This is an optimization exercise on Yosys and OpenROAD, whose aim is small area, a short achievable clock period and few clock cycles per item, not a production implementation. Where RTL was checked, it was by simulation tests only, not by an equivalence proof against the original. The RTL of run 2 was laid out without a check of its function. Power figures rest on the tool's default switching activity, not on a simulated workload.

## flow/config.mk

```make
export PLATFORM = sky130hd
export DESIGN_NAME = MD5_custom_SIMD_instruction
export DESIGN_NICKNAME = MD5_custom_SIMD_instruction
export VERILOG_FILES = /design/flow/design.v
export SDC_FILE = /design/flow/constraint.sdc
export NUM_CORES = 8
export LEC_CHECK = 0
export ABC_AREA = 1
export CAP_MARGIN = 20
export CORE_AREA = 5 5 375 375
export CTS_BUF_LIST = sky130_fd_sc_hd__clkbuf_4 sky130_fd_sc_hd__clkbuf_8
export CTS_CLUSTER_DIAMETER = 60
export CTS_CLUSTER_SIZE = 14
export DIE_AREA = 0 0 380 380
export SLEW_MARGIN = 20
export TNS_END_PERCENT = 0
```

## flow/constraint.sdc

```tcl
create_clock -name core_clock -period 12.0 [get_ports {clk}]
set_input_delay 2.4000 -clock core_clock [delete_from_list [all_inputs] [get_ports {clk}]]
set_output_delay 2.4000 -clock core_clock [all_outputs]
set_load 0.01 [all_outputs]
```

## flow/design.v

```verilog
module md5_tables (
  input  wire [5:0]  step,
  output wire [7:0]  msel,
  output wire [3:0]  fsel,
  output wire [3:0]  rv,
  output wire [3:0]  ru,
  output wire        cl
);
  wire [63:0] msel_t0 = 64'h0040400018988444;
  assign msel[0] = msel_t0[step];
  wire [63:0] msel_t1 = 64'h1010080800404202;
  assign msel[1] = msel_t1[step];
  wire [63:0] msel_t2 = 64'h0000202000000080;
  assign msel[2] = msel_t2[step];
  wire [63:0] msel_t3 = 64'h0888800022220000;
  assign msel[3] = msel_t3[step];
  wire [63:0] msel_t4 = 64'h0000044440001111;
  assign msel[4] = msel_t4[step];
  wire [63:0] msel_t5 = 64'h2626111101010000;
  assign msel[5] = msel_t5[step];
  wire [63:0] msel_t6 = 64'h0101008084042020;
  assign msel[6] = msel_t6[step];
  wire [63:0] msel_t7 = 64'h0000020200000808;
  assign msel[7] = msel_t7[step];
  wire [63:0] fsel_t0 = 64'h0000000000007fff;
  assign fsel[0] = fsel_t0[step];
  wire [63:0] fsel_t1 = 64'h000000007fff8000;
  assign fsel[1] = fsel_t1[step];
  wire [63:0] fsel_t2 = 64'h00007fff80000000;
  assign fsel[2] = fsel_t2[step];
  wire [63:0] fsel_t3 = 64'h7fff800000000000;
  assign fsel[3] = fsel_t3[step];
  wire [63:0] rv_t0 = 64'h00000888f7770000;
  assign rv[0] = rv_t0[step];
  wire [63:0] rv_t1 = 64'h7777000008888000;
  assign rv[1] = rv_t1[step];
  wire [63:0] rv_t2 = 64'h0888b33300004444;
  assign rv[2] = rv_t2[step];
  wire [63:0] rv_t3 = 64'h0000444400003bbb;
  assign rv[3] = rv_t3[step];
  wire [63:0] ru_t0 = 64'h0888888888888888;
  assign ru[0] = ru_t0[step];
  wire [63:0] ru_t1 = 64'h1111111111111111;
  assign ru[1] = ru_t1[step];
  wire [63:0] ru_t2 = 64'h2222222222222222;
  assign ru[2] = ru_t2[step];
  wire [63:0] ru_t3 = 64'h4444444444444444;
  assign ru[3] = ru_t3[step];
  wire [63:0] cl_t0 = 64'h8000000000000000;
  assign cl = cl_t0[step];
endmodule
module md5_add (
  input  wire [31:0] a,
  input  wire [31:0] b,
  output wire [31:0] s
);
  wire [31:0] p = a ^ b;
  wire [31:0] gg = a & b;
  wire g1 = gg[1] | (p[1] & gg[0]);
  wire p1 = p[1] & p[0];
  wire g2 = gg[3] | (p[3] & gg[2]);
  wire p2 = p[3] & p[2];
  wire g3 = gg[5] | (p[5] & gg[4]);
  wire p3 = p[5] & p[4];
  wire g4 = gg[7] | (p[7] & gg[6]);
  wire p4 = p[7] & p[6];
  wire g5 = gg[9] | (p[9] & gg[8]);
  wire p5 = p[9] & p[8];
  wire g6 = gg[11] | (p[11] & gg[10]);
  wire p6 = p[11] & p[10];
  wire g7 = gg[13] | (p[13] & gg[12]);
  wire p7 = p[13] & p[12];
  wire g8 = gg[15] | (p[15] & gg[14]);
  wire p8 = p[15] & p[14];
  wire g9 = gg[17] | (p[17] & gg[16]);
  wire p9 = p[17] & p[16];
  wire g10 = gg[19] | (p[19] & gg[18]);
  wire p10 = p[19] & p[18];
  wire g11 = gg[21] | (p[21] & gg[20]);
  wire p11 = p[21] & p[20];
  wire g12 = gg[23] | (p[23] & gg[22]);
  wire p12 = p[23] & p[22];
  wire g13 = gg[25] | (p[25] & gg[24]);
  wire p13 = p[25] & p[24];
  wire g14 = gg[27] | (p[27] & gg[26]);
  wire p14 = p[27] & p[26];
  wire g15 = gg[29] | (p[29] & gg[28]);
  wire p15 = p[29] & p[28];
  wire g16 = gg[31] | (p[31] & gg[30]);
  wire p16 = p[31] & p[30];
  wire g17 = gg[2] | (p[2] & g1);
  wire p17 = p[2] & p1;
  wire g18 = g2 | (p2 & g1);
  wire p18 = p2 & p1;
  wire g19 = gg[6] | (p[6] & g3);
  wire p19 = p[6] & p3;
  wire g20 = g4 | (p4 & g3);
  wire p20 = p4 & p3;
  wire g21 = gg[10] | (p[10] & g5);
  wire p21 = p[10] & p5;
  wire g22 = g6 | (p6 & g5);
  wire p22 = p6 & p5;
  wire g23 = gg[14] | (p[14] & g7);
  wire p23 = p[14] & p7;
  wire g24 = g8 | (p8 & g7);
  wire p24 = p8 & p7;
  wire g25 = gg[18] | (p[18] & g9);
  wire p25 = p[18] & p9;
  wire g26 = g10 | (p10 & g9);
  wire p26 = p10 & p9;
  wire g27 = gg[22] | (p[22] & g11);
  wire p27 = p[22] & p11;
  wire g28 = g12 | (p12 & g11);
  wire p28 = p12 & p11;
  wire g29 = gg[26] | (p[26] & g13);
  wire p29 = p[26] & p13;
  wire g30 = g14 | (p14 & g13);
  wire p30 = p14 & p13;
  wire g31 = gg[30] | (p[30] & g15);
  wire p31 = p[30] & p15;
  wire g32 = g16 | (p16 & g15);
  wire p32 = p16 & p15;
  wire g33 = gg[4] | (p[4] & g18);
  wire p33 = p[4] & p18;
  wire g34 = g3 | (p3 & g18);
  wire p34 = p3 & p18;
  wire g35 = g19 | (p19 & g18);
  wire p35 = p19 & p18;
  wire g36 = g20 | (p20 & g18);
  wire p36 = p20 & p18;
  wire g37 = gg[12] | (p[12] & g22);
  wire p37 = p[12] & p22;
  wire g38 = g7 | (p7 & g22);
  wire p38 = p7 & p22;
  wire g39 = g23 | (p23 & g22);
  wire p39 = p23 & p22;
  wire g40 = g24 | (p24 & g22);
  wire p40 = p24 & p22;
  wire g41 = gg[20] | (p[20] & g26);
  wire p41 = p[20] & p26;
  wire g42 = g11 | (p11 & g26);
  wire p42 = p11 & p26;
  wire g43 = g27 | (p27 & g26);
  wire p43 = p27 & p26;
  wire g44 = g28 | (p28 & g26);
  wire p44 = p28 & p26;
  wire g45 = gg[28] | (p[28] & g30);
  wire p45 = p[28] & p30;
  wire g46 = g15 | (p15 & g30);
  wire p46 = p15 & p30;
  wire g47 = g31 | (p31 & g30);
  wire p47 = p31 & p30;
  wire g48 = g32 | (p32 & g30);
  wire p48 = p32 & p30;
  wire g49 = gg[8] | (p[8] & g36);
  wire p49 = p[8] & p36;
  wire g50 = g5 | (p5 & g36);
  wire p50 = p5 & p36;
  wire g51 = g21 | (p21 & g36);
  wire p51 = p21 & p36;
  wire g52 = g22 | (p22 & g36);
  wire p52 = p22 & p36;
  wire g53 = g37 | (p37 & g36);
  wire p53 = p37 & p36;
  wire g54 = g38 | (p38 & g36);
  wire p54 = p38 & p36;
  wire g55 = g39 | (p39 & g36);
  wire p55 = p39 & p36;
  wire g56 = g40 | (p40 & g36);
  wire p56 = p40 & p36;
  wire g57 = gg[24] | (p[24] & g44);
  wire p57 = p[24] & p44;
  wire g58 = g13 | (p13 & g44);
  wire p58 = p13 & p44;
  wire g59 = g29 | (p29 & g44);
  wire p59 = p29 & p44;
  wire g60 = g30 | (p30 & g44);
  wire p60 = p30 & p44;
  wire g61 = g45 | (p45 & g44);
  wire p61 = p45 & p44;
  wire g62 = g46 | (p46 & g44);
  wire p62 = p46 & p44;
  wire g63 = g47 | (p47 & g44);
  wire p63 = p47 & p44;
  wire g64 = g48 | (p48 & g44);
  wire p64 = p48 & p44;
  wire g65 = gg[16] | (p[16] & g56);
  wire p65 = p[16] & p56;
  wire g66 = g9 | (p9 & g56);
  wire p66 = p9 & p56;
  wire g67 = g25 | (p25 & g56);
  wire p67 = p25 & p56;
  wire g68 = g26 | (p26 & g56);
  wire p68 = p26 & p56;
  wire g69 = g41 | (p41 & g56);
  wire p69 = p41 & p56;
  wire g70 = g42 | (p42 & g56);
  wire p70 = p42 & p56;
  wire g71 = g43 | (p43 & g56);
  wire p71 = p43 & p56;
  wire g72 = g44 | (p44 & g56);
  wire p72 = p44 & p56;
  wire g73 = g57 | (p57 & g56);
  wire p73 = p57 & p56;
  wire g74 = g58 | (p58 & g56);
  wire p74 = p58 & p56;
  wire g75 = g59 | (p59 & g56);
  wire p75 = p59 & p56;
  wire g76 = g60 | (p60 & g56);
  wire p76 = p60 & p56;
  wire g77 = g61 | (p61 & g56);
  wire p77 = p61 & p56;
  wire g78 = g62 | (p62 & g56);
  wire p78 = p62 & p56;
  wire g79 = g63 | (p63 & g56);
  wire p79 = p63 & p56;
  wire g80 = g64 | (p64 & g56);
  wire p80 = p64 & p56;
  assign s = p ^ {g79, g78, g77, g76, g75, g74, g73, g72, g71, g70, g69, g68, g67, g66, g65, g56, g55, g54, g53, g52, g51, g50, g49, g36, g35, g34, g33, g18, g17, g1, gg[0], 1'b0};
endmodule
module md5_addbk (
  input  wire [31:0] a,
  input  wire [31:0] b,
  output wire [31:0] s
);
  wire [31:0] p = a ^ b;
  wire [31:0] gg = a & b;
  wire g1 = gg[1] | (p[1] & gg[0]);
  wire p1 = p[1] & p[0];
  wire g2 = gg[3] | (p[3] & gg[2]);
  wire p2 = p[3] & p[2];
  wire g3 = gg[5] | (p[5] & gg[4]);
  wire p3 = p[5] & p[4];
  wire g4 = gg[7] | (p[7] & gg[6]);
  wire p4 = p[7] & p[6];
  wire g5 = gg[9] | (p[9] & gg[8]);
  wire p5 = p[9] & p[8];
  wire g6 = gg[11] | (p[11] & gg[10]);
  wire p6 = p[11] & p[10];
  wire g7 = gg[13] | (p[13] & gg[12]);
  wire p7 = p[13] & p[12];
  wire g8 = gg[15] | (p[15] & gg[14]);
  wire p8 = p[15] & p[14];
  wire g9 = gg[17] | (p[17] & gg[16]);
  wire p9 = p[17] & p[16];
  wire g10 = gg[19] | (p[19] & gg[18]);
  wire p10 = p[19] & p[18];
  wire g11 = gg[21] | (p[21] & gg[20]);
  wire p11 = p[21] & p[20];
  wire g12 = gg[23] | (p[23] & gg[22]);
  wire p12 = p[23] & p[22];
  wire g13 = gg[25] | (p[25] & gg[24]);
  wire p13 = p[25] & p[24];
  wire g14 = gg[27] | (p[27] & gg[26]);
  wire p14 = p[27] & p[26];
  wire g15 = gg[29] | (p[29] & gg[28]);
  wire p15 = p[29] & p[28];
  wire g16 = gg[31] | (p[31] & gg[30]);
  wire p16 = p[31] & p[30];
  wire g17 = g2 | (p2 & g1);
  wire p17 = p2 & p1;
  wire g18 = g4 | (p4 & g3);
  wire p18 = p4 & p3;
  wire g19 = g6 | (p6 & g5);
  wire p19 = p6 & p5;
  wire g20 = g8 | (p8 & g7);
  wire p20 = p8 & p7;
  wire g21 = g10 | (p10 & g9);
  wire p21 = p10 & p9;
  wire g22 = g12 | (p12 & g11);
  wire p22 = p12 & p11;
  wire g23 = g14 | (p14 & g13);
  wire p23 = p14 & p13;
  wire g24 = g16 | (p16 & g15);
  wire p24 = p16 & p15;
  wire g25 = g18 | (p18 & g17);
  wire p25 = p18 & p17;
  wire g26 = g20 | (p20 & g19);
  wire p26 = p20 & p19;
  wire g27 = g22 | (p22 & g21);
  wire p27 = p22 & p21;
  wire g28 = g24 | (p24 & g23);
  wire p28 = p24 & p23;
  wire g29 = g26 | (p26 & g25);
  wire p29 = p26 & p25;
  wire g30 = g28 | (p28 & g27);
  wire p30 = p28 & p27;
  wire g31 = g30 | (p30 & g29);
  wire p31 = p30 & p29;
  wire g32 = g27 | (p27 & g29);
  wire p32 = p27 & p29;
  wire g33 = g19 | (p19 & g25);
  wire p33 = p19 & p25;
  wire g34 = g21 | (p21 & g29);
  wire p34 = p21 & p29;
  wire g35 = g23 | (p23 & g32);
  wire p35 = p23 & p32;
  wire g36 = g3 | (p3 & g17);
  wire p36 = p3 & p17;
  wire g37 = g5 | (p5 & g25);
  wire p37 = p5 & p25;
  wire g38 = g7 | (p7 & g33);
  wire p38 = p7 & p33;
  wire g39 = g9 | (p9 & g29);
  wire p39 = p9 & p29;
  wire g40 = g11 | (p11 & g34);
  wire p40 = p11 & p34;
  wire g41 = g13 | (p13 & g32);
  wire p41 = p13 & p32;
  wire g42 = g15 | (p15 & g35);
  wire p42 = p15 & p35;
  wire g43 = gg[2] | (p[2] & g1);
  wire p43 = p[2] & p1;
  wire g44 = gg[4] | (p[4] & g17);
  wire p44 = p[4] & p17;
  wire g45 = gg[6] | (p[6] & g36);
  wire p45 = p[6] & p36;
  wire g46 = gg[8] | (p[8] & g25);
  wire p46 = p[8] & p25;
  wire g47 = gg[10] | (p[10] & g37);
  wire p47 = p[10] & p37;
  wire g48 = gg[12] | (p[12] & g33);
  wire p48 = p[12] & p33;
  wire g49 = gg[14] | (p[14] & g38);
  wire p49 = p[14] & p38;
  wire g50 = gg[16] | (p[16] & g29);
  wire p50 = p[16] & p29;
  wire g51 = gg[18] | (p[18] & g39);
  wire p51 = p[18] & p39;
  wire g52 = gg[20] | (p[20] & g34);
  wire p52 = p[20] & p34;
  wire g53 = gg[22] | (p[22] & g40);
  wire p53 = p[22] & p40;
  wire g54 = gg[24] | (p[24] & g32);
  wire p54 = p[24] & p32;
  wire g55 = gg[26] | (p[26] & g41);
  wire p55 = p[26] & p41;
  wire g56 = gg[28] | (p[28] & g35);
  wire p56 = p[28] & p35;
  wire g57 = gg[30] | (p[30] & g42);
  wire p57 = p[30] & p42;
  assign s = p ^ {g57, g42, g56, g35, g55, g41, g54, g32, g53, g40, g52, g34, g51, g39, g50, g29, g49, g38, g48, g33, g47, g37, g46, g25, g45, g36, g44, g17, g43, g1, gg[0], 1'b0};
endmodule
module md5_ktab (
  input  wire [5:0]  step,
  output wire [31:0] k
);
  wire [63:0] t0 = 64'h7a77af08971d29b5;
  assign k[0] = t0[step];
  wire [63:0] t1 = 64'h944d80c161ca5e9f;
  assign k[1] = t1[step];
  wire [63:0] t2 = 64'h8951eb4607c41286;
  assign k[2] = t2[step];
  wire [63:0] t3 = 64'h1052148a3a2612cf;
  assign k[3] = t3[step];
  wire [63:0] t4 = 64'hb93a94a0188d0b51;
  assign k[4] = t4[step];
  wire [63:0] t5 = 64'h9a933cb90a42678e;
  assign k[5] = t5[step];
  wire [63:0] t6 = 64'h80f478f45aedc043;
  assign k[6] = t6[step];
  wire [63:0] t7 = 64'h36ad99c8bbf21bc7;
  assign k[7] = t7[step];
  wire [63:0] t8 = 64'h63258a994de2dfa4;
  assign k[8] = t8[step];
  wire [63:0] t9 = 64'h7dc1e0dc98b3939e;
  assign k[9] = t9[step];
  wire [63:0] t10 = 64'h84f8b2e8a3da42be;
  assign k[10] = t10[step];
  wire [63:0] t11 = 64'h046c9a7e65612146;
  assign k[11] = t11[step];
  wire [63:0] t12 = 64'hbe74bf62c22d8fe1;
  assign k[12] = t12[step];
  wire [63:0] t13 = 64'h4cd3d1e7cc30c881;
  assign k[13] = t13[step];
  wire [63:0] t14 = 64'hbdfcb45da4731b9b;
  assign k[14] = t14[step];
  wire [63:0] t15 = 64'h389a8c2c8c7282ea;
  assign k[15] = t15[step];
  wire [63:0] t16 = 64'h551649f39df4110a;
  assign k[16] = t16[step];
  wire [63:0] t17 = 64'hbc16997c7ea74128;
  assign k[17] = t17[step];
  wire [63:0] t18 = 64'h70b9252f198f63ae;
  assign k[18] = t18[step];
  wire [63:0] t19 = 64'h0adceb7d7a055b06;
  assign k[19] = t19[step];
  wire [63:0] t20 = 64'h9c070c7dc3a37f16;
  assign k[20] = t20[step];
  wire [63:0] t21 = 64'h88d0f1b6fcd63117;
  assign k[21] = t21[step];
  wire [63:0] t22 = 64'h54140d0adf6993a4;
  assign k[22] = t22[step];
  wire [63:0] t23 = 64'h30733fff4d722d4a;
  assign k[23] = t23[step];
  wire [63:0] t24 = 64'h6d7d940bf6e22fee;
  assign k[24] = t24[step];
  wire [63:0] t25 = 64'h77d998b8d0ad5588;
  assign k[25] = t25[step];
  wire [63:0] t26 = 64'h4efe7b37fb25592d;
  assign k[26] = t26[step];
  wire [63:0] t27 = 64'h3adb14eb6c122ff0;
  assign k[27] = t27[step];
  wire [63:0] t28 = 64'h8c92553249144924;
  assign k[28] = t28[step];
  wire [63:0] t29 = 64'h7dd748f75d635d75;
  assign k[29] = t29[step];
  wire [63:0] t30 = 64'h66d6ed9b5bb6ed6e;
  assign k[30] = t30[step];
  wire [63:0] t31 = 64'h2dbb6db6edb6dbb6;
  assign k[31] = t31[step];
endmodule
module MD5_custom_SIMD_instruction (clk, reset,
	in_v, rd, vrd1, vrd2,
		in_data, in_vdata1, in_vdata2,
	out_v, out_rd, out_vrd1, out_vrd2,
		out_data, out_vdata1, out_vdata2);
	input clk, reset;
	input in_v;
	input [4:0] rd;
	input [2:0] vrd1, vrd2;
	input [32-1:0] in_data;
	input [256-1:0] in_vdata1, in_vdata2;
	output out_v;
	output [4:0] out_rd;
	output [2:0] out_vrd1, out_vrd2;
	output [32-1:0] out_data;
	output [256-1:0] out_vdata1, out_vdata2;
	wire [511:0] min = {in_vdata2, in_vdata1};
	reg        busy, fin, outv, first;
	reg [5:0]  cnt;
	reg [4:0]  t_rd;
	reg [2:0]  t_vrd1, t_vrd2;
	reg [31:0] b, c, d, t;
	reg [31:0] ring [0:15];
	reg [7:0]  mr;
	reg [3:0]  fs;     
	reg [3:0]  fs2;    
	reg [31:0] kr;     
	reg [3:0]  rv;
	reg [3:0]  ru;
	reg        cl;
	reg        run;    
	wire       last = busy & (cnt == 6'd63);
	wire [31:0] kadd;
	wire [7:0]  msel;
	wire [3:0]  fsel, rvn;
	wire [3:0]  run_;
	wire        cln;
	md5_tables tab (.step(cnt), .msel(msel), .fsel(fsel), .rv(rvn), .ru(run_), .cl(cln));
	wire        pol = ~cnt[0] & ~fin;
	wire [31:0] mword = {32{pol}} ^ (
		({32{mr[0]}} & ring[0]) |
		({32{mr[1]}} & ring[1]) |
		({32{mr[2]}} & ring[2]) |
		({32{mr[3]}} & ring[3]) |
		({32{mr[4]}} & ring[5]) |
		({32{mr[5]}} & ring[8]) |
		({32{mr[6]}} & ring[9]) |
		({32{mr[7]}} & ring[10]));
	wire [5:0]  nstep = cnt + 6'd1;
	wire [1:0]  nround = nstep[5:4];
	wire [31:0] kt;
	md5_ktab ktab (.step(cnt), .k(kt));
	wire [31:0] ts = d ^ kr ^ mword;
	wire [31:0] tc = (d & kr) | (d & mword) | (kr & mword);
	wire [31:0] tsum;
	md5_addbk addt (.a(ts), .b({tc[30:0], 1'b0}), .s(tsum));
	wire [31:0] cxd = c ^ d;
	wire [31:0] fs32a = {{16{fs2[0]}}, {16{fs[0]}}};
	wire [31:0] fs32b = {{16{fs2[1]}}, {16{fs[1]}}};
	wire [31:0] fs32c = {{16{fs2[2]}}, {16{fs[2]}}};
	wire [31:0] fs32d = {{16{fs2[3]}}, {16{fs[3]}}};
	wire [31:0] f1 = ({32{first}} & 32'hd76aa477) | (fs32a & c) | (fs32b & (c | d)) | (fs32c & ~cxd) | (fs32d & ~c);
	wire [31:0] f0 = ({32{first}} & 32'hd76aa477) | (fs32a & d) | (fs32b & (c & ~d)) | (fs32c & cxd) | (fs32d & ~cxd);
	wire [31:0] f = (b & f1) | (~b & f0);
	wire [31:0] x;
	md5_add addx (.a(f), .b(t), .s(x));
	wire [31:0] z =
		({32{rv[0]}} & x) |
		({32{rv[1]}} & {x[30:0], x[31:31]}) |
		({32{rv[2]}} & {x[29:0], x[31:30]}) |
		({32{rv[3]}} & {x[28:0], x[31:29]});
	wire [31:0] y =
		({32{ru[0]}} & {z[27:0], z[31:28]}) |
		({32{ru[1]}} & {z[22:0], z[31:23]}) |
		({32{ru[2]}} & {z[17:0], z[31:18]}) |
		({32{ru[3]}} & {z[11:0], z[31:12]}) |
		({32{cl}} & 32'hefcdab89);
	wire [31:0] bn;
	md5_add addb (.a(b & {32{run}}), .b(y), .s(bn));
	wire [31:0] dn;
	md5_addbk addd (.a(c), .b({32{fin}} & 32'h98badcfe), .s(dn));
	integer j;
	always @(posedge clk) begin
		if (reset) begin
			run <= 1'b0;
			busy <= 1'b0;
			fin <= 1'b0;
			outv <= 1'b0;
		end else begin
			run <= busy | in_v;
			busy <= busy ? ~last : in_v;
			fin <= last;
			outv <= fin;
		end
		first <= ~run;
		cnt <= busy ? cnt + 6'd1 : 6'd0;
		mr <= busy ? msel : 8'd4;
		fs <= busy ? fsel : 4'd0;
		rv <= reset ? 4'd0 : busy ? rvn : in_v ? 4'd8 : 4'd0;
		ru <= reset ? 4'd0 : busy ? run_ : in_v ? 4'd1 : 4'd0;
		cl <= reset | (busy ? cln : ~in_v);
		fs2 <= (busy & (cnt != 6'd63)) ? (4'd1 << nround) : 4'd0;
		kr <= busy ? kt : 32'he8c7b756;
		b <= bn;
		if (run) begin
			c <= fin ? t : b;    
			d <= dn;
			t <= tsum;
			for (j = 0; j < 16; j = j + 1) ring[(j+1)%16] <= ~ring[j];
		end else begin
			c <= 32'h98badcfe; d <= 32'h10325476;
			t <= min[31:0];
			t_rd <= rd; t_vrd1 <= vrd1; t_vrd2 <= vrd2;
			ring[1] <= ~min[31:0];
			ring[2] <= ~min[63:32];
			ring[4] <= ~min[95:64];
			ring[15] <= ~min[127:96];
			ring[13] <= ~min[159:128];
			ring[6] <= ~min[191:160];
			ring[0] <= ~min[223:192];
			ring[3] <= ~min[255:224];
			ring[9] <= ~min[287:256];
			ring[10] <= ~min[319:288];
			ring[12] <= ~min[351:320];
			ring[7] <= ~min[383:352];
			ring[5] <= ~min[415:384];
			ring[14] <= ~min[447:416];
			ring[8] <= ~min[479:448];
			ring[11] <= ~min[511:480];
		end
	end
	assign out_v = outv;
	assign out_rd = t_rd;
	assign out_vrd1 = t_vrd1;
	assign out_vrd2 = t_vrd2;
	assign out_data = 32'd0;
	assign out_vdata2 = {256{1'b0}};
	assign out_vdata1 = {128'd0, t, d, b, c};
endmodule
```

## flow/flow/run.sh

```bash
#!/bin/bash
# ORFS layout (the standard.sh) with: the full-adder and half-adder cells kept out of
# synthesis and layout (the platform's don't-use list plus fa/ha), a tighter setup-repair
# target, free resizing, and minimum-size port buffers.
set -euo pipefail
DU="sky130_fd_sc_hd__probe_p_8 sky130_fd_sc_hd__probec_p_8 sky130_fd_sc_hd__lpflow_bleeder_1 sky130_fd_sc_hd__lpflow_clkbufkapwr_1 sky130_fd_sc_hd__lpflow_clkbufkapwr_16 sky130_fd_sc_hd__lpflow_clkbufkapwr_2 sky130_fd_sc_hd__lpflow_clkbufkapwr_4 sky130_fd_sc_hd__lpflow_clkbufkapwr_8 sky130_fd_sc_hd__lpflow_clkinvkapwr_1 sky130_fd_sc_hd__lpflow_clkinvkapwr_16 sky130_fd_sc_hd__lpflow_clkinvkapwr_2 sky130_fd_sc_hd__lpflow_clkinvkapwr_4 sky130_fd_sc_hd__lpflow_clkinvkapwr_8 sky130_fd_sc_hd__lpflow_decapkapwr_12 sky130_fd_sc_hd__lpflow_decapkapwr_3 sky130_fd_sc_hd__lpflow_decapkapwr_4 sky130_fd_sc_hd__lpflow_decapkapwr_6 sky130_fd_sc_hd__lpflow_decapkapwr_8 sky130_fd_sc_hd__lpflow_inputiso0n_1 sky130_fd_sc_hd__lpflow_inputiso0p_1 sky130_fd_sc_hd__lpflow_inputiso1n_1 sky130_fd_sc_hd__lpflow_inputiso1p_1 sky130_fd_sc_hd__lpflow_inputisolatch_1 sky130_fd_sc_hd__lpflow_isobufsrc_1 sky130_fd_sc_hd__lpflow_isobufsrc_16 sky130_fd_sc_hd__lpflow_isobufsrc_2 sky130_fd_sc_hd__lpflow_isobufsrc_4 sky130_fd_sc_hd__lpflow_isobufsrc_8 sky130_fd_sc_hd__lpflow_isobufsrckapwr_16 sky130_fd_sc_hd__lpflow_lsbuf_lh_hl_isowell_tap_1 sky130_fd_sc_hd__lpflow_lsbuf_lh_hl_isowell_tap_2 sky130_fd_sc_hd__lpflow_lsbuf_lh_hl_isowell_tap_4 sky130_fd_sc_hd__lpflow_lsbuf_lh_isowell_4 sky130_fd_sc_hd__lpflow_lsbuf_lh_isowell_tap_1 sky130_fd_sc_hd__lpflow_lsbuf_lh_isowell_tap_2 sky130_fd_sc_hd__lpflow_lsbuf_lh_isowell_tap_4 sky130_fd_sc_hd__fa_1 sky130_fd_sc_hd__fa_2 sky130_fd_sc_hd__fa_4 sky130_fd_sc_hd__ha_1 sky130_fd_sc_hd__ha_2 sky130_fd_sc_hd__ha_4"
bash standard.sh "DONT_USE_CELLS=$DU" SETUP_SLACK_MARGIN=9 MATCH_CELL_FOOTPRINT=0 SKIP_GATE_CLONING=1 SKIP_REPAIR_TIE_FANOUT=1 "BUFFER_PORTS_ARGS=-buffer_cell sky130_fd_sc_hd__buf_1" finish > standard.log 2>&1
```

## flow/standard.sh

```bash
#!/bin/bash
# synth_recipe.tcl (not shown) runs the flow's synth.tcl, then flattens the netlist and writes it again
# the make line also repeats each setting of config.mk as NAME=value (left out here)
make -C /OpenROAD-flow-scripts/flow DESIGN_CONFIG=/design/flow/config.mk WORK_HOME=/design/flow/orfs CLKGATE_MAP_FILE= SYNTH_SCRIPT=/design/flow/synth_recipe.tcl "${@:-finish}"
```

==> notes.md, run 1 <==
fin crit period -> 4.10 ns
Vias -> 37100
Slew @ Worst Pin -> 1.05 ns
max-cap viol count -> 0
clock latency on the worst-skew pair -> 0.79 ns
core area -> 0.136 mm²
slowest stage delay, CP -> 0.32 ns
pin count of the biggest net entering global routing -> 417
CP endpoint kind -> register
wire per inst -> 24.0 µm
CP required -> 12.63 ns
CP max stage cell -> dfxtp_2
simple-gate share of the synthesized area -> 0.229
# DRC -> 0
die footprint -> 0.144 mm²
setup_tns -> 0 ns
Yosys reg bits -> 719
Clock Sinks -> 719
Final Core Density -> 0.331
number of slew-limit violations in the final report -> 0
row count -> 135
synth unique cells -> 69
total power -> 7.68 mW
largest fanout on the critical path -> 10
Startpoint Class -> register
Power Density -> 171 mW/mm²
share of cells above drive strength 1 -> 0.141
CTS Hold Bufs -> 0
Post-Route WL -> 178000 µm
number of synthesized flops with an enable pin -> 11
initial antenna violation count -> 24
Root Buffer -> clkbuf_8
largest family of logic cells by synthesized area -> simple AND/OR/NAND/NOR gates
Die Y-Extent -> 380 µm
Worst Skew -> 0.0689 ns
area grow syn2layout -> 13.9%
first drt pass iteration count -> 8
Fillers -> 14600
post-synthesis adder-cell area fraction -> 0
RSZ-0062 raised after global routing -> yes
vias in the first global route -> 35100
# IOs -> 1114
post-route ant nets -> 0
first-pass GRT wire length -> 248000 µm
Nets -> 6135
post-synthesis sequential area ratio -> 0.368
Max Clock Freq -> 244 MHz
period utilization -> 0.342
total CTS buffers -> 79
worst min-delay path class -> register to register
chip width -> 380 µm
Clk pin slew, worst setup/hold paths -> 0.10 ns
DP HPWL -> 138000 µm
post-synthesis cell area -> 0.0394 mm²
most frequent cells in the layout -> nand2_1, buf_1, dfxtp_1
GRT Residual Overflow -> 0
net count after synthesis -> 5848
status -> no timing/DRC/antenna violations
htree depth -> 3
asr flop ratio synth -> 0
Static Leak -> 19.7 nW
gpl congestion -> 0.957
Slew Limit Headroom -> 0.297
XOR/XNOR Fraction of Synth Area -> 0.0297
CTS max path bufs -> 3
vias per inst -> 4.99
Synth Flop Type -> dfxtp_1
DRT iter0 DRCs -> 3030
Yosys warning count -> 2
# port buffers -> 665
mux share of post-synthesis cell area -> 0.107
most common cell after layout, fill and taps aside -> nand2_1
CP arrival -> 4.73 ns
Tot GR Track Use -> 0.232
r2r setup slk -> 7.90 ns
endpoints failing setup -> 0
Hold Fails Final Rpt -> 0
Peak VDD IR -> 0.000125 V
Synth Instances -> 5290
Starting Density -> 0.290
clock tree from TritonCTS -> done
critical path class -> register to register
Mapped Avg Cell Area -> 7.45 µm²
most used cell, CP -> nand2_1
Synth Area in Compound Gates -> 0.115
state kept, by name, indices dropped and copies added, names as in the netlist, 3 cells and up:
name and count:
fs 4, c 32, t_vrd2 3, d 32
t_rd 5, ring 512, rv 4, t 32
t_vrd1 3, mr 8, ru 4, b 32
cnt 6, kr 32, fs2 4
synthesized netlist by cell type, types with 13 or more instances:
cell | instances | area share
nor3_1 | 33 | 0.0042
nor2_2 | 17 | 0.0027
buf_1 | 39 | 0.0037
o21bai_1 | 29 | 0.0055
clkbuf_1 | 130 | 0.012
dfxtp_1 | 708 | 0.36
or2_2 | 27 | 0.0043
mux2i_1 | 420 | 0.11
xor2_1 | 93 | 0.021
inv_1 | 462 | 0.044
inv_2 | 24 | 0.0023
o2111ai_1 | 25 | 0.0056
nand3_1 | 347 | 0.044
nand2_2 | 29 | 0.0046
xnor2_1 | 37 | 0.0082
o22ai_1 | 14 | 0.0022
nor2_1 | 392 | 0.037
o221ai_1 | 15 | 0.0033
o211ai_1 | 39 | 0.0074
a21oi_1 | 211 | 0.027
nand4_1 | 56 | 0.0089
o21ai_1 | 13 | 0.0017
o21ai_0 | 285 | 0.036
a221oi_1 | 29 | 0.0064
buf_2 | 21 | 0.0027
nand2_1 | 1194 | 0.11
buf_4 | 434 | 0.083
per-stage QoR:
stage	std cells	hold slack (ns)	instance area (µm²)	worst slack [ns]
detailed placement	7149	0.398	40400	6.65
global placement	7149	0.393	40400	6.67
finish	7421	0.384	44900	7.90
CTS	7359	0.376	43800	7.96
floorplan	5290	0.391	39400	8.59
global route	7414	0.403	44900	7.65
worst paths after layout:
path,start,endpoint,depth (start not counted)
setup / recovery,fs[0]$_SDFF_PP0_,b[20]$_DFF_P_,33
hold reg to reg,ring[4][14]$_DFF_P_,ring[5][14]$_DFF_P_,1
hold / removal,ring[4][14]$_DFF_P_,ring[5][14]$_DFF_P_,1
setup reg to reg,fs[0]$_SDFF_PP0_,b[20]$_DFF_P_,33
per-layer routing:
layer | global-route usage | up-vias | share of wire
li1 | - | 17500 | -
met1 | 0.298 | 17700 | 0.41
met2 | 0.389 | 1618 | 0.47
met3 | 0.0483 | 273 | 0.084
met4 | 0.0775 | 8 | 0.035
met5 | 0 | - | 0.00028
layout make-up:
type	count	area, µm²	area share
Antenna cell	19	47.5	0.00106
Inverter	493	1900	0.0423
Sequential cell	719	14700	0.327
Multi-Input combinational cell	3444	20200	0.449
Clock inverter	36	548	0.0122
Tap cell	1781	2230	0.0496
Clock buffer	89	1170	0.0260
Timing Repair Buffer	840	4140	0.0923
cells by family after synthesis:
family,after synthesis
compound gates,758
other cells,1
simple gates,2133
mux,420
flops,719
xor+xnor,132
buf+inv,1127
power by group:
group | internal (mW) | total, mW | switching (mW)
clock network | 0.863 | 1.88 | 1.02
registers | 2.69 | 3.07 | 0.376
logic | 0.947 | 2.73 | 1.79
total | 4.50 | 7.68 | 3.18
what timing repair did:
| action | 4_1_cts | 5_1_grt |
|---|---|---|
| buffers inserted | 85 | 43 |
| endpoints found under the hold margin | 0 | 0 |
| setup endpoints to repair | 258 | 274 |
| pin swaps | 70 | 114 |
| resized for setup | 307 | 203 |
critical path: cells and delay by family (launching register included):
family | cells | cell delay (ns)
AO/OA/AOI/OAI | 3 | 0.39
AND/OR/NAND/NOR | 25 | 2.52
flip-flops | 1 | 0.32
buffers and inverters | 5 | 0.74
Testbench counts, summed over its fixed seeds: cycles 105,600, hashes 1,600.
==> run 2: changes to the inputs <==
--- a/flow/design.v
+++ b/flow/design.v
@@ -433,3 +433,3 @@
 	reg [2:0]  t_vrd1, t_vrd2;
-	reg [31:0] b, c, d, t;
+	reg [31:0] a, b, c, d, t;
 	reg [31:0] ring [0:15];
@@ -515,5 +515,6 @@
 		kr <= busy ? kt : 32'he8c7b756;
+		a <= t;
 		b <= bn;
 		if (run) begin
-			c <= fin ? t : b;    
+			c <= b;
 			d <= dn;
@@ -549,3 +550,3 @@
 	assign out_vdata2 = {256{1'b0}};
-	assign out_vdata1 = {128'd0, t, d, b, c};
+	assign out_vdata1 = {128'd0, t, d, b, a};
 endmodule
--- a/flow/config.mk
+++ b/flow/config.mk
@@ -10,5 +10,4 @@
 export CORE_AREA = 5 5 375 375
-export CTS_BUF_LIST = sky130_fd_sc_hd__clkbuf_4 sky130_fd_sc_hd__clkbuf_8
-export CTS_CLUSTER_DIAMETER = 60
-export CTS_CLUSTER_SIZE = 14
+export CTS_CLUSTER_DIAMETER = 80
+export CTS_CLUSTER_SIZE = 28
 export DIE_AREA = 0 0 380 380
==> run 2 against run 1 <==
Compared with the run above: largest power group unchanged; sequential share of layout area grew 2.3 points; clock skew grew 0.032 ns; register-to-register slack lost 0.25 ns.
==> notes.md, run 2 <==
Nets -> 6032
Power Density -> 175 mW/mm²
post-synthesis cell area -> 0.0397 mm²
met2 usage -> 0.372
number of synthesized flops with an enable pin -> 11
pin count of the biggest net entering global routing -> 417
CP required -> 12.51 ns
met1 usage -> 0.314
Post-Route WL -> 178000 µm
Yosys reg bits -> 751
status -> no timing/DRC/antenna violations
Peak VDD IR -> 0.000120 V
fin crit period -> 4.35 ns
initial antenna violation count -> 40
htree depth -> 2
max reg flops -> 512
CP arrival -> 4.86 ns
RSZ-0062 raised after global routing -> yes
period utilization -> 0.363
CTS Hold Bufs -> 0
# IOs -> 1114
number of slew-limit violations in the final report -> 0
Startpoint Class -> register
most frequent cells in the layout -> nand2_1, dfxtp_1, buf_1
Static Leak -> 19.2 nW
Synth Instances -> 5293
critical path class -> register to register
hold_sp -> ring[14][31]$_DFF_P_
total CTS buffers -> 50
worst reg2reg path depth -> 27
die footprint -> 0.144 mm²
wire per inst -> 24.3 µm
FF-to-FF Start -> mr[0]$_SDFF_PN0_
met3 Use GR -> 0.0533
endpoints failing setup -> 0
# port buffers -> 665
DRT iter0 DRCs -> 4045
most common cell in the netlist -> nand2_1
setup_tns -> 0 ns
top post-synthesis cells by count -> nand2_1, dfxtp_1, inv_1, buf_4, mux2i_1
vias in the first global route -> 34000
CP max stage cell -> o21ai_4
# DRC -> 0
synth unique cells -> 68
Synth top area share -> 0.373
Vias -> 36500
Synth Flop Type -> dfxtp_1
Most flops, register -> ring
Hold Path Sink -> ring[15][31]$_DFF_P_
core area -> 0.136 mm²
row count -> 135
CTS max path bufs -> 3
post-route ant nets -> 0
Yosys warning count -> 2
first-pass GRT wire length -> 247000 µm
Crit path max-delay family -> simple AND/OR/NAND/NOR gates
Slew Limit Headroom -> 0.197
first drt pass iteration count -> 6
Clk pin slew, worst setup/hold paths -> 0.08 ns
GRT Residual Overflow -> 0
Fillers -> 14700
area grow syn2layout -> 9.40%
Starting Density -> 0.292
top cells by area, synth -> dfxtp_1, nand2_1, mux2i_1, buf_4, inv_1
Worst Skew -> 0.101 ns
Hold Fails Final Rpt -> 0
worst slack at placement -> 6.53 ns
WP buf/inv -> 1
clock latency on the worst-skew pair -> 0.73 ns
vias per inst -> 5.00
CP endpoint kind -> register
share of cells above drive strength 1 -> 0.0748
cell taking the most area after synthesis -> dfxtp_1
Clock Sinks -> 751
r2r setup slk -> 7.65 ns
RR Endpoint -> t[31]$_DFF_P_
Die Y-Extent -> 380 µm
Slew @ Worst Pin -> 1.17 ns
Mapped Avg Cell Area -> 7.50 µm²
DP HPWL -> 141000 µm
Max Clock Freq -> 230 MHz
most used cell, CP -> nand2_1
gpl congestion -> 0.973
Final Core Density -> 0.320
post-synthesis sequential area ratio -> 0.381
max-cap viol count -> 0
busiest grt layer -> met2
Root Buffer -> clkbuf_16
asr flop ratio synth -> 0
Tot GR Track Use -> 0.233
hold path cells -> 1
worst min-delay path class -> register to register
net count after synthesis -> 5851
post-route worst setup slack -> 7.65 ns
slowest stage delay, CP -> 0.34 ns
clock tree from TritonCTS -> done
chip width -> 380 µm
most common cell after layout, fill and taps aside -> nand2_1
largest fanout on the critical path -> 32
-- run 2: cell count changes in the layout (fill, tap and decap cells not counted), sizes merged, moves of 8 or more --
cell,change
o211ai,-18
nand3,-17
inv,+20
dfxtp,+32
o22ai,+14
clkbuf,-56
mux2i,-14
a21oi,-11
diode,-8
o21ai,-18
or2,+11
nand2,+40
buf,-73
-- run 2: final cells by class --
cell class / count / area (µm²) / area share
clock inverter: 31 / 492 / 0.0113
antenna: 11 / 27.5 / 0.000634
timing repair buffer: 745 / 3310 / 0.0763
clock buffer: 55 / 1290 / 0.0297
multi-input combinational: 3418 / 18900 / 0.436
sequential: 751 / 15200 / 0.350
inverter: 508 / 1960 / 0.0451
tap: 1781 / 2230 / 0.0513
-- run 2: repair_timing --
| action | 4_1_cts | 5_1_grt |
|---|---|---|
| setup buffers | 27 | 1 |
| hold endpoints to repair | 0 | 0 |
| resized for setup | 125 | 11 |
| pin swaps | 17 | 0 |
| endpoints found under the setup margin | 358 | 359 |
-- run 2: worst max-delay path by stage --
stage	start	slack [ns]	cells after the start	to
floorplan	fs[3]$_SDFF_PN0_	8.58	36	b[22]$_DFF_P_
global route	first$_DFF_P_	7.37	34	b[18]$_DFF_P_
CTS	first$_DFF_P_	7.84	34	b[18]$_DFF_P_
global placement	mr[5]$_SDFF_PN0_	6.66	25	t[31]$_DFF_P_
detailed placement	mr[5]$_SDFF_PN0_	6.53	25	t[31]$_DFF_P_
finish	mr[0]$_SDFF_PN0_	7.65	27	t[31]$_DFF_P_
-- run 2: power by group --
group	switching (mW)	internal, mW	total (mW)
sequential	0.400	2.83	3.23
combinational	1.64	0.778	2.42
clock	1.08	0.873	1.95
-- run 2: through the flow --
step                      power [mW]  instance area [µm²]  hold slack [ns]  instances
after floorplan                 4.77                39700            0.391       5293
after global placement          5.56                40800            0.393       7174
after detailed placement        5.59                40800            0.397       7174
after CTS                       7.61                43400            0.341       7287
after global routing            8.01                43400            0.361       7295
final                           7.60                43400            0.340       7300
-- run 2: cells by family (layout without fill, tap and decap cells) --
kind of cell    Yosys count  count (layout)  synth area share
mux                     406             406             0.102
buf+inv                1124            1339             0.149
simple gates           2169            2169             0.232
other cells               1              12         0.0000945
fa+ha+maj                 1               1          0.000252
xor+xnor                131             131            0.0289
compound gates          710             710             0.106
flops                   751             751             0.381
-- run 2: worst register-to-register path, stage by stage, from the launching register on --
cell and delay, ns:
dfxtp_1 0.30, buf_4 0.28, nand2_1 0.16, nand2_1 0.07, a21oi_2 0.19, nand4_1 0.26, xor2_1 0.26, xnor2_1 0.27
xor2_1 0.22, nand2_1 0.08, nand2_1 0.11, nand2_1 0.07, nand2_1 0.16, nand3_1 0.09, nand2_1 0.15, nand2_2 0.13
o21ai_4 0.35, nand3_1 0.14, nand2_2 0.14, nand3_1 0.13, nand2_1 0.10, nand3_1 0.07, nand2_1 0.09, nand2_1 0.08
nand2_1 0.07, nand2_1 0.05, nand3_1 0.09, nand2_1 0.09
-- run 2: per-layer routing --
layer	up-vias	share of wire	wire [µm]
li1	17200	-	-
met1	17300	0.43	77100
met2	1699	0.45	79400
met3	275	0.088	15600
met4	32	0.031	5450
met5	-	0.0012	207
==> run 3: changes to the inputs <==
--- a/flow/design.v
+++ b/flow/design.v
@@ -433,3 +433,3 @@
 	reg [2:0]  t_vrd1, t_vrd2;
-	reg [31:0] a, b, c, d, t;
+	reg [31:0] b, c, d, t;
 	reg [31:0] ring [0:15];
@@ -515,6 +515,5 @@
 		kr <= busy ? kt : 32'he8c7b756;
-		a <= t;
 		b <= bn;
 		if (run) begin
-			c <= b;
+			c <= fin ? t : b;    
 			d <= dn;
@@ -550,3 +549,3 @@
 	assign out_vdata2 = {256{1'b0}};
-	assign out_vdata1 = {128'd0, t, d, b, a};
+	assign out_vdata1 = {128'd0, t, d, b, c};
 endmodule
==> flow/flow/run.sh (replaced) <==
#!/bin/bash
# ORFS layout (the standard.sh) with: the full-adder and half-adder cells kept out of
# synthesis and layout (the platform's don't-use list plus fa/ha), a tighter setup-repair
# target, free resizing, and minimum-size port buffers.
set -euo pipefail
DU="sky130_fd_sc_hd__probe_p_8 sky130_fd_sc_hd__probec_p_8 sky130_fd_sc_hd__lpflow_bleeder_1 sky130_fd_sc_hd__lpflow_clkbufkapwr_1 sky130_fd_sc_hd__lpflow_clkbufkapwr_16 sky130_fd_sc_hd__lpflow_clkbufkapwr_2 sky130_fd_sc_hd__lpflow_clkbufkapwr_4 sky130_fd_sc_hd__lpflow_clkbufkapwr_8 sky130_fd_sc_hd__lpflow_clkinvkapwr_1 sky130_fd_sc_hd__lpflow_clkinvkapwr_16 sky130_fd_sc_hd__lpflow_clkinvkapwr_2 sky130_fd_sc_hd__lpflow_clkinvkapwr_4 sky130_fd_sc_hd__lpflow_clkinvkapwr_8 sky130_fd_sc_hd__lpflow_decapkapwr_12 sky130_fd_sc_hd__lpflow_decapkapwr_3 sky130_fd_sc_hd__lpflow_decapkapwr_4 sky130_fd_sc_hd__lpflow_decapkapwr_6 sky130_fd_sc_hd__lpflow_decapkapwr_8 sky130_fd_sc_hd__lpflow_inputiso0n_1 sky130_fd_sc_hd__lpflow_inputiso0p_1 sky130_fd_sc_hd__lpflow_inputiso1n_1 sky130_fd_sc_hd__lpflow_inputiso1p_1 sky130_fd_sc_hd__lpflow_inputisolatch_1 sky130_fd_sc_hd__lpflow_isobufsrc_1 sky130_fd_sc_hd__lpflow_isobufsrc_16 sky130_fd_sc_hd__lpflow_isobufsrc_2 sky130_fd_sc_hd__lpflow_isobufsrc_4 sky130_fd_sc_hd__lpflow_isobufsrc_8 sky130_fd_sc_hd__lpflow_isobufsrckapwr_16 sky130_fd_sc_hd__lpflow_lsbuf_lh_hl_isowell_tap_1 sky130_fd_sc_hd__lpflow_lsbuf_lh_hl_isowell_tap_2 sky130_fd_sc_hd__lpflow_lsbuf_lh_hl_isowell_tap_4 sky130_fd_sc_hd__lpflow_lsbuf_lh_isowell_4 sky130_fd_sc_hd__lpflow_lsbuf_lh_isowell_tap_1 sky130_fd_sc_hd__lpflow_lsbuf_lh_isowell_tap_2 sky130_fd_sc_hd__lpflow_lsbuf_lh_isowell_tap_4 sky130_fd_sc_hd__fa_1 sky130_fd_sc_hd__fa_2 sky130_fd_sc_hd__fa_4 sky130_fd_sc_hd__ha_1 sky130_fd_sc_hd__ha_2 sky130_fd_sc_hd__ha_4"
bash standard.sh "DONT_USE_CELLS=$DU" SETUP_SLACK_MARGIN=9 MATCH_CELL_FOOTPRINT=0 SKIP_LAST_GASP=1 SKIP_REPAIR_TIE_FANOUT=1 "BUFFER_PORTS_ARGS=-buffer_cell sky130_fd_sc_hd__buf_1" finish > standard.log 2>&1
==> run 3 against run 2 <==
Compared with the run above: critical endpoint is now b[20]$_DFF_P_; register-to-register slack better by 0.23 ns; clock power is 3% lower; still clean on timing, DRC and antenna; total power is 0.19% higher.
==> notes.md, run 3 <==
status -> no timing/DRC/antenna violations
# IOs -> 1114
first-pass GRT wire length -> 247000 µm
fin cells -> 7338
Max Clock Freq -> 243 MHz
setup_tns -> 0 ns
wire per inst -> 24.1 µm
CP endpoint kind -> register
top cells by area, synth -> dfxtp_1, nand2_1, mux2i_1, buf_4, nand3_1
Slew @ Worst Pin -> 1.04 ns
Peak VDD IR -> 0.000112 V
Synth top area share -> 0.360
Final Core Density -> 0.328
Vias -> 36600
slowest stage delay, CP -> 0.41 ns
# port buffers -> 665
row count -> 135
largest fanout on the critical path -> 11
cell taking the most area after synthesis -> dfxtp_1
Die Y-Extent -> 380 µm
synth unique cells -> 69
DP HPWL -> 138000 µm
Power Density -> 171 mW/mm²
max reg flops -> 512
clock tree from TritonCTS -> done
fin crit period -> 4.12 ns
Clk pin slew, worst setup/hold paths -> 0.10 ns
CP max stage cell -> dfxtp_4
CP arrival -> 4.72 ns
placed instance count -> 7149
Post-Route WL -> 177000 µm
total power -> 7.62 mW
Most flops, register -> ring
Hold Slack -> 0.385 ns
Static Leak -> 19.5 nW
worst min-delay path class -> register to register
top post-synthesis cells by count -> nand2_1, dfxtp_1, inv_1, buf_4, mux2i_1
# DRC -> 0
most frequent cells in the layout -> nand2_1, buf_1, dfxtp_1
Mapped Avg Cell Area -> 7.45 µm²
vias per inst -> 4.98
number of synthesized flops with an enable pin -> 11
clock latency on the worst-skew pair -> 0.68 ns
most common cell after layout, fill and taps aside -> nand2_1
chip width -> 380 µm
initial antenna violation count -> 26
most used cell, CP -> nand2_2
post-route ant nets -> 0
CP required -> 12.61 ns
htree depth -> 2
Hold Fails Final Rpt -> 0
Slew Limit Headroom -> 0.305
Worst Skew -> 0.0546 ns
vias in the first global route -> 34700
asr flop ratio synth -> 0
Root Buffer -> clkbuf_16
net count after synthesis -> 5848
critical path class -> register to register
Starting Density -> 0.290
Nets -> 6069
Startpoint Class -> register
most common cell in the netlist -> nand2_1
Synth Instances -> 5290
Yosys reg bits -> 719
gpl congestion -> 0.957
period utilization -> 0.343
post-synthesis cell area -> 0.0394 mm²
max-cap viol count -> 0
number of slew-limit violations in the final report -> 0
Synth Flop Type -> dfxtp_1
RSZ-0062 raised after global routing -> yes
total CTS buffers -> 46
CTS Hold Bufs -> 0
GRT Residual Overflow -> 0
endpoints failing setup -> 0
DRT iter0 DRCs -> 3270
Clock Sinks -> 719
area grow syn2layout -> 13.2%
first drt pass iteration count -> 6
core area -> 0.136 mm²
Tot GR Track Use -> 0.231
post-synthesis sequential area ratio -> 0.368
die footprint -> 0.144 mm²
pin count of the biggest net entering global routing -> 417
CTS max path bufs -> 3
share of cells above drive strength 1 -> 0.121
Yosys warning count -> 2
run 3: changes by cell type in the layout (fill, tap and decap cells not counted), sizes merged, moves of 17 or more:
cell | previous run | this run
nand2 | 1270 | 1231
o21ai | 281 | 299
nand3 | 339 | 356
buf | 742 | 784
dfxtp | 740 | 708
o211ai | 21 | 39
inv | 515 | 492
run 3: power breakdown:
part | internal (mW) | total (mW) | switching [mW] | leakage, nW
sequential | 2.69 | 3.07 | 0.381 | 6.07
clock | 0.838 | 1.89 | 1.05 | 0.811
combinational | 0.900 | 2.65 | 1.75 | 12.6
run 3: cell families after synthesis:
group,synth area share
AO/OA/AOI/OAI,0.115
buffers and inverters,0.151
flip-flops,0.368
multiplexers,0.107
AND/OR/NAND/NOR,0.229
XOR/XNOR,0.0297
other,0.0000951
run 3: cell type report:
class	instances	area (µm²)
diodes	14	35.0
well taps	1781	2230
clock buffers	52	1190
repair buffers	806	3900
inverters	493	1900
flip-flops and latches	719	14700
fillers	14600	91200
clock inverters	28	523
multi-input cells	3445	20200
run 3: what timing repair did:
item | 4_1_cts | 5_1_grt
setup endpoints to repair | 257 | 274
setup buffers | 76 | 12
gates resized for setup | 351 | 104
gates cloned | 7 | 0
hold endpoints to repair | 0 | 0
pin swaps | 102 | 49
run 3: layer usage:
metal  routed length [µm]  up-vias  GRT usage  part of all wire
li1                     -    17400          -                 -
met2                82300     1493      0.386              0.46
met1                75400    17400      0.299              0.43
met5                   51        -          0           0.00029
met4                 6280        8     0.0790             0.035
met3                13200      242     0.0454             0.074
run 3: final timing paths:
kind	depth (start not counted)	from	to	slack, ns
max	35	first$_DFF_P_	b[20]$_DFF_P_	7.88
min	1	ring[14][5]$_DFF_P_	ring[15][5]$_DFF_P_	0.39
max reg2reg	35	first$_DFF_P_	b[20]$_DFF_P_	7.88
min reg2reg	1	ring[14][5]$_DFF_P_	ring[15][5]$_DFF_P_	0.39
run 3: metrics by stage:
| step | setup WS (ns) | area (µm²) |
|---|---|---|
| global route | 7.62 | 44600 |
| floorplan | 8.59 | 39400 |
| finish | 7.88 | 44600 |
| global placement | 6.67 | 40400 |
| CTS | 8.01 | 44100 |
| detailed placement | 6.65 | 40400 |
run 3: worst max-delay path: cells and delay by family, from the launching register on:
| family | cells | cell delay, ns |
|---|---|---|
| buf+inv | 5 | 0.79 |
| simple gates | 27 | 2.58 |
| compound gates | 3 | 0.24 |
| flops | 1 | 0.41 |
Testbench counts of run 3, summed over its fixed seeds: cycles 105,600, hashes 1,600.
==> run 4: changes to the inputs <==
==> flow/flow/run.sh (replaced) <==
#!/bin/bash
# ORFS layout (the standard.sh) with: the full-adder and half-adder cells kept out of
# synthesis and layout (the platform's don't-use list plus fa/ha), a tighter setup-repair
# target, free resizing, and minimum-size port buffers.
set -euo pipefail
DU="sky130_fd_sc_hd__probe_p_8 sky130_fd_sc_hd__probec_p_8 sky130_fd_sc_hd__lpflow_bleeder_1 sky130_fd_sc_hd__lpflow_clkbufkapwr_1 sky130_fd_sc_hd__lpflow_clkbufkapwr_16 sky130_fd_sc_hd__lpflow_clkbufkapwr_2 sky130_fd_sc_hd__lpflow_clkbufkapwr_4 sky130_fd_sc_hd__lpflow_clkbufkapwr_8 sky130_fd_sc_hd__lpflow_clkinvkapwr_1 sky130_fd_sc_hd__lpflow_clkinvkapwr_16 sky130_fd_sc_hd__lpflow_clkinvkapwr_2 sky130_fd_sc_hd__lpflow_clkinvkapwr_4 sky130_fd_sc_hd__lpflow_clkinvkapwr_8 sky130_fd_sc_hd__lpflow_decapkapwr_12 sky130_fd_sc_hd__lpflow_decapkapwr_3 sky130_fd_sc_hd__lpflow_decapkapwr_4 sky130_fd_sc_hd__lpflow_decapkapwr_6 sky130_fd_sc_hd__lpflow_decapkapwr_8 sky130_fd_sc_hd__lpflow_inputiso0n_1 sky130_fd_sc_hd__lpflow_inputiso0p_1 sky130_fd_sc_hd__lpflow_inputiso1n_1 sky130_fd_sc_hd__lpflow_inputiso1p_1 sky130_fd_sc_hd__lpflow_inputisolatch_1 sky130_fd_sc_hd__lpflow_isobufsrc_1 sky130_fd_sc_hd__lpflow_isobufsrc_16 sky130_fd_sc_hd__lpflow_isobufsrc_2 sky130_fd_sc_hd__lpflow_isobufsrc_4 sky130_fd_sc_hd__lpflow_isobufsrc_8 sky130_fd_sc_hd__lpflow_isobufsrckapwr_16 sky130_fd_sc_hd__lpflow_lsbuf_lh_hl_isowell_tap_1 sky130_fd_sc_hd__lpflow_lsbuf_lh_hl_isowell_tap_2 sky130_fd_sc_hd__lpflow_lsbuf_lh_hl_isowell_tap_4 sky130_fd_sc_hd__lpflow_lsbuf_lh_isowell_4 sky130_fd_sc_hd__lpflow_lsbuf_lh_isowell_tap_1 sky130_fd_sc_hd__lpflow_lsbuf_lh_isowell_tap_2 sky130_fd_sc_hd__lpflow_lsbuf_lh_isowell_tap_4 sky130_fd_sc_hd__fa_1 sky130_fd_sc_hd__fa_2 sky130_fd_sc_hd__fa_4 sky130_fd_sc_hd__ha_1 sky130_fd_sc_hd__ha_2 sky130_fd_sc_hd__ha_4"
bash standard.sh "DONT_USE_CELLS=$DU" SETUP_SLACK_MARGIN=9 MATCH_CELL_FOOTPRINT=0 SKIP_GATE_CLONING=1 SKIP_PIN_SWAP=1 SKIP_REPAIR_TIE_FANOUT=1 "BUFFER_PORTS_ARGS=-buffer_cell sky130_fd_sc_hd__buf_1" finish > standard.log 2>&1
==> run 4 against run 3 <==
Compared with the run above: still clean on timing, DRC and antenna; via count shrank 0.64%; wire length fell by 3.2%; clock power is 6% lower; combinational power is 9.1% lower; highest routed layer unchanged.
==> notes.md, run 4 <==
Peak VDD IR -> 0.000137 V
total CTS buffers -> 43
Hold Fails Final Rpt -> 0
first drt pass iteration count -> 6
DP HPWL -> 136000 µm
row count -> 135
number of slew-limit violations in the final report -> 0
number of synthesized flops with an enable pin -> 11
most frequent cells in the layout -> nand2_1, dfxtp_1, buf_1
clock tree from TritonCTS -> done
CP arrival -> 4.73 ns
Synth top area share -> 0.360
# port buffers -> 665
synth unique cells -> 69
post-synthesis sequential area ratio -> 0.368
Die Y-Extent -> 380 µm
Crit path max-delay family -> simple AND/OR/NAND/NOR gates
Nets -> 6004
top post-synthesis cells by count -> nand2_1, dfxtp_1, inv_1, buf_4, mux2i_1
CP required -> 12.53 ns
Worst Skew -> 0.0478 ns
slowest stage delay, CP -> 0.36 ns
CTS Hold Bufs -> 0
Max Clock Freq -> 238 MHz
gpl congestion -> 0.981
core area -> 0.136 mm²
Mapped Avg Cell Area -> 7.45 µm²
Post-Route WL -> 172000 µm
most common cell after layout, fill and taps aside -> nand2_1
Root Buffer -> clkbuf_16
top cells by area, synth -> dfxtp_1, nand2_1, mux2i_1, buf_4, nand3_1
Synth Instances -> 5290
RSZ-0062 raised after global routing -> yes
most used cell, CP -> nand2_1
Fillers -> 14800
Slew @ Worst Pin -> 1.14 ns
chip width -> 380 µm
most common cell in the netlist -> nand2_1
Vias -> 36300
net count after synthesis -> 5848
WP buf/inv -> 5
max reg flops -> 512
Static Leak -> 18.8 nW
vias per inst -> 5.00
clock latency on the worst-skew pair -> 0.66 ns
Slew Limit Headroom -> 0.239
# IOs -> 1114
wire per inst -> 23.6 µm
share of cells above drive strength 1 -> 0.0713
Hold Slack -> 0.402 ns
placed instance count -> 7149
CP max stage cell -> dfxtp_4
Placed Area -> 0.0405 mm²
Clock Sinks -> 719
die footprint -> 0.144 mm²
register area -> 0.0146 mm²
CP endpoint kind -> register
fin crit period -> 4.20 ns
htree depth -> 2
Most flops, register -> ring
period utilization -> 0.350
Clk pin slew, worst setup/hold paths -> 0.10 ns
asr flop ratio synth -> 0
Startpoint Class -> register
critical path class -> register to register
Power Density -> 169 mW/mm²
cell taking the most area after synthesis -> dfxtp_1
area grow syn2layout -> 8.61%
fin cells -> 7268
multi-input logic area -> 0.0192 mm²
initial antenna violation count -> 23
worst min-delay path class -> register to register
Tot GR Track Use -> 0.225
Yosys reg bits -> 719
post-route ant nets -> 0
largest fanout on the critical path -> 16
endpoints failing setup -> 0
Yosys warning count -> 2
Synth Flop Type -> dfxtp_1
first-pass GRT wire length -> 242000 µm
fin area -> 0.0428 mm²
vias in the first global route -> 34400
CTS max path bufs -> 3
pin count of the biggest net entering global routing -> 417
setup_tns -> 0 ns
status -> no timing/DRC/antenna violations
# DRC -> 0
Starting Density -> 0.290
post-synthesis cell area -> 0.0394 mm²
max-cap viol count -> 0
DRT iter0 DRCs -> 3374
GRT Residual Overflow -> 0
[run 4: where the power goes]
part           internal, mW  leakage [nW]  switching (mW)
Combinational         0.781          11.9            1.63
Sequential             2.69          6.06           0.373
Clock                 0.780         0.745           0.998
[run 4: cell families (layout without fill, tap and decap cells)]
logic type	Yosys count	in the layout	share of synthesized area
xor gates and xnor gates	132	132	0.0297
other	1	16	0.0000951
buffers and inverters	1127	1309	0.151
muxes	420	420	0.107
DFF	719	719	0.368
AOI/OAI and AO/OA	758	758	0.115
and+or+nand+nor	2133	2133	0.229
[run 4: final timing paths]
path                             start                    to  slack, ns  depth (start not counted)
hold / removal    ring[13][15]$_DFF_P_  ring[14][15]$_DFF_P_       0.40                          1
setup reg to reg         first$_DFF_P_         b[19]$_DFF_P_       7.80                         35
hold reg to reg   ring[13][15]$_DFF_P_  ring[14][15]$_DFF_P_       0.40                          1
setup / recovery         first$_DFF_P_         b[19]$_DFF_P_       7.80                         35
[run 4: repair_timing]
| item | 4_1_cts | 5_1_grt |
|---|---|---|
| buffers inserted | 31 | 2 |
| endpoints found under the hold margin | 0 | 0 |
| resized for setup | 114 | 15 |
| pin swaps | 0 | 0 |
| setup endpoints to repair | 378 | 471 |
[run 4: layout make-up]
cell class / instances / area share
Tap cell: 1781 / 0.0521
Multi-Input combinational cell: 3444 / 0.449
Inverter: 493 / 0.0440
Clock buffer: 46 / 0.0259
Sequential cell: 719 / 0.340
Antenna cell: 15 / 0.000877
Timing Repair Buffer: 745 / 0.0775
Clock inverter: 25 / 0.00991
[run 4: per-layer routing]
metal / part of all wire / up-vias / track usage / routed length (µm)
met2: 0.46 / 1644 / 0.371 / 78700
met3: 0.088 / 277 / 0.0530 / 15100
met5: 0.000076 / - / 0 / 13
met1: 0.41 / 17200 / 0.288 / 71000
met4: 0.039 / 2 / 0.0804 / 6720
li1: - / 17200 / - / -
[run 4: metrics by stage]
step | power, mW | util | setup WS, ns
final | 7.25 | 0.315 | 7.80
after global routing | 7.66 | 0.315 | 7.40
after CTS | 7.27 | 0.314 | 7.86
after detailed placement | 5.43 | 0.298 | 6.56
after global placement | 5.39 | 0.298 | 6.57
after floorplan | 4.63 | - | 8.62

==> what the ideal ports hide <==
Ports are ideal in the flow. The routed layouts listed here were re-timed in OpenROAD. Step 1 sets driving cells, clkbuf_16 on the clock port and buf_2 on the other inputs (assumed; they add their load-dependent delay and slew). Step 2 adds t to the input delays and takes it off the output delays; t is the mean of the earliest and latest rising clock arrival at the registers after step 1. Input paths then give back, and output paths get back, about the clock's delay inside the block. Slacks: no drivers / after step 1 / after step 2; pairs: no drivers / after step 1.
run | t, ns | setup slack, ns | clock arrival spread, ns | worst slew at a driven data input, ns
run 1 | 0.842 | 7.901 / 7.901 / 7.901 | 0.074 / 0.074 | 0.18
run 2 | 0.747 | 7.648 / 7.648 / 7.648 | 0.110 / 0.110 | 0.30
run 3 | 0.726 | 7.882 / 7.882 / 7.882 | 0.057 / 0.056 | 0.17
run 4 | 0.711 | 7.796 / 7.796 / 7.796 | 0.055 / 0.055 | 0.15
After both steps every run listed still meets setup and hold.
